Source: an optimization exercise on an open RTL-to-GDS flow (aim: small area, a short achievable clock period and few clock cycles). Production flows keep margins and buffers that such runs may drop. Function was checked by simulation only, so behaviour that the tests miss may differ from the original.

## branch tundra
// LinearRegressor
module LinearRegressor(input clk, rst, start, input [19:0] x_in, y_in, output [7:0] addr, output [19:0] Vect_E, output err_valid, output ready);
	reg p_idle, p_sum, p_joint, p_div, p_res;
	reg [7:0] cnt;
	reg ev;
	wire c150 = (cnt == 8'd150);
	wire c27 = (cnt == 8'd27);
	wire last_sum = p_sum & c150;
	wire last_joint = p_joint & c27;
	wire last_div = p_div & c27;
	wire last_res = p_res & c150;
	wire first = p_sum & (cnt == 8'd1);
	wire keep = ~first;
	wire jlow = cnt < 8'd5;             
	wire dlive = cnt < 8'd23;           
	always @(posedge clk, posedge rst) begin
		if (rst) begin
			p_idle <= 1'b1; p_sum <= 1'b0; p_joint <= 1'b0; p_div <= 1'b0; p_res <= 1'b0;
			cnt <= 8'd0; ev <= 1'b0;
		end else begin
			p_idle <= (p_idle & ~start) | last_res;
			p_sum <= (p_idle & start) | (p_sum & ~c150);
			p_joint <= last_sum | (p_joint & ~c27);
			p_div <= last_joint | (p_div & ~c27);
			p_res <= last_div | (p_res & ~c150);
			cnt <= (p_idle | last_joint | last_div | last_res) ? 8'd0 : (last_sum ? {5'd0, k0} : (sk0 ? 8'd12 : cnt + 8'd1));
			ev <= p_res & (cnt != 8'd0);
		end
	end
	assign addr = cnt;
	assign ready = p_idle;
	assign err_valid = ev;
	reg [19:0] xr, yr;
	reg [27:0] SX, SY;
	reg [45:0] SXX, SXY;                
	reg [45:0] Q1;                      
	reg [45:0] QN;                      
	reg [7:0] rb, rd, R1h, R2h, h;
	wire [19:0] A = SXY[19:0];
	wire [17:0] M = SXY[37:20];          
	reg skip;                           
	reg ovf;
	assign Vect_E = ~SXY[29:10];
	wire load = ~(p_joint | p_div);
	wire [4:0] bi = 5'd27 - cnt[4:0];      
	wire s = SX[bi];
	wire t = SY[bi];
	wire [8:0] ra9 = {rb, s};
	wire qa = ra9 >= 9'd150;
	wire [7:0] rb_n = qa ? ra9 - 9'd150 : ra9[7:0];
	wire [8:0] rc9 = {rd, t};
	wire qc = rc9 >= 9'd150;
	wire [7:0] rd_n = qc ? rc9 - 9'd150 : rc9[7:0];
	wire [10:0] U1 = {1'b0, R1h, 2'b00} + (s ? {1'b0, rb, 2'b01} : 11'd0);
	wire u1a = U1 >= 11'd600;
	wire [10:0] U1a = u1a ? U1 - 11'd600 : U1;
	wire u1b = U1a >= 11'd300;
	wire [10:0] U1b = u1b ? U1a - 11'd300 : U1a;
	wire u1c = U1b >= 11'd150;
	wire [10:0] U1c = u1c ? U1b - 11'd150 : U1b;
	wire [2:0] e1 = {u1a, u1b, u1c};
	wire [45:0] q1_n;
	lr_q1 HQ1(.q({Q1[43:0], ~SXX[45:44]}), .xa(s ? xr : 20'd0), .e(e1), .s(q1_n));
	wire [10:0] U2 = {1'b0, R2h, 2'b00} + (s ? {2'b0, rd, 1'b0} : 11'd0) + (t ? {2'b0, rb, 1'b0} : 11'd0) + {10'd0, s & t};
  ...
Size in the first run: ~5400 cells after synthesis, roughly 340 flip-flops, about 73 I/O pins, ~45000 sq um of cells after synthesis.
==> flow/config.mk <==
export PLATFORM = sky130hd
export DESIGN_NAME = LinearRegressor
export DESIGN_NICKNAME = LinearRegressor
export VERILOG_FILES = /design/flow/design.v
export SDC_FILE = /design/flow/constraint.sdc
export NUM_CORES = 8
export LEC_CHECK = 0
export ABC_AREA = 1
export CAP_MARGIN = 5
export CORE_MARGIN = 2
export CORE_UTILIZATION = 45
export CTS_BUF_LIST = sky130_fd_sc_hd__clkbuf_4
export PLACE_DENSITY = 0.6
export SLEW_MARGIN = 5
==> flow/constraint.sdc <==
create_clock -name core_clock -period 360.0 [get_ports {clk}]
set_input_delay 72.0000 -clock core_clock [delete_from_list [all_inputs] [get_ports {clk}]]
set_output_delay 72.0000 -clock core_clock [all_outputs]
set_load 0.01 [all_outputs]
run.sh (not shown) runs the stock make flow with config.mk's settings and CLKGATE_MAP_FILE= SYNTH_SCRIPT=/design/flow/synth_recipe.tcl, a recipe that flattens the netlist after the stock synthesis.
branch tundra finished end to end and its layout was clean on timing, DRC and antenna.
Testbench counts of branch tundra, summed over its fixed seeds: cycles 27,506.
diff inputs: branch tundra => branch lagoon
Settings: CAP_MARGIN: 5 -> 20; SLEW_MARGIN: 5 -> 20; CTS_BUF_LIST: sky130_fd_sc_hd__clkbuf_4 -> unset.
Results
branch lagoon vs branch tundra — synthesis-to-finish area growth rose 0.20 points.
Summary of branch lagoon over branch tundra: sum of routed wire length over all layers shows no meaningful change; number of buffers on the longest clock path shows no meaningful change; achievable frequency shows an increase of 0.056 MHz.

==> static timing again, ports no longer ideal <==
Ports are ideal in the flow. The routed layouts listed here were re-timed in OpenROAD.
Step 1, drivers: a clkbuf_16 drives clk and a buf_2 each remaining input, both assumed.
Step 2 adds t to the input delays and takes it off the output delays; t is the mean of the earliest and latest rising clock arrival at the registers after step 1. Input paths then give back, and output paths get back, about the clock's delay inside the block.
Three values: no drivers, after step 1, after step 2; two values: the first two.
| run | shift t [ns] | setup slack, ns | worst setup path at the end | latest minus earliest clock arrival (ns) | cell pins on the clock port's net |
|---|---|---|---|---|---|
| branch tundra | 0.963 | 285.357 / 285.292 / 286.255 | register to output | 0.112 / 0.112 | 1 |
| branch lagoon | 0.647 | 285.669 / 285.601 / 286.248 | register to output | 0.022 / 0.022 | 1 |
After both steps setup and hold are still met in every run listed.
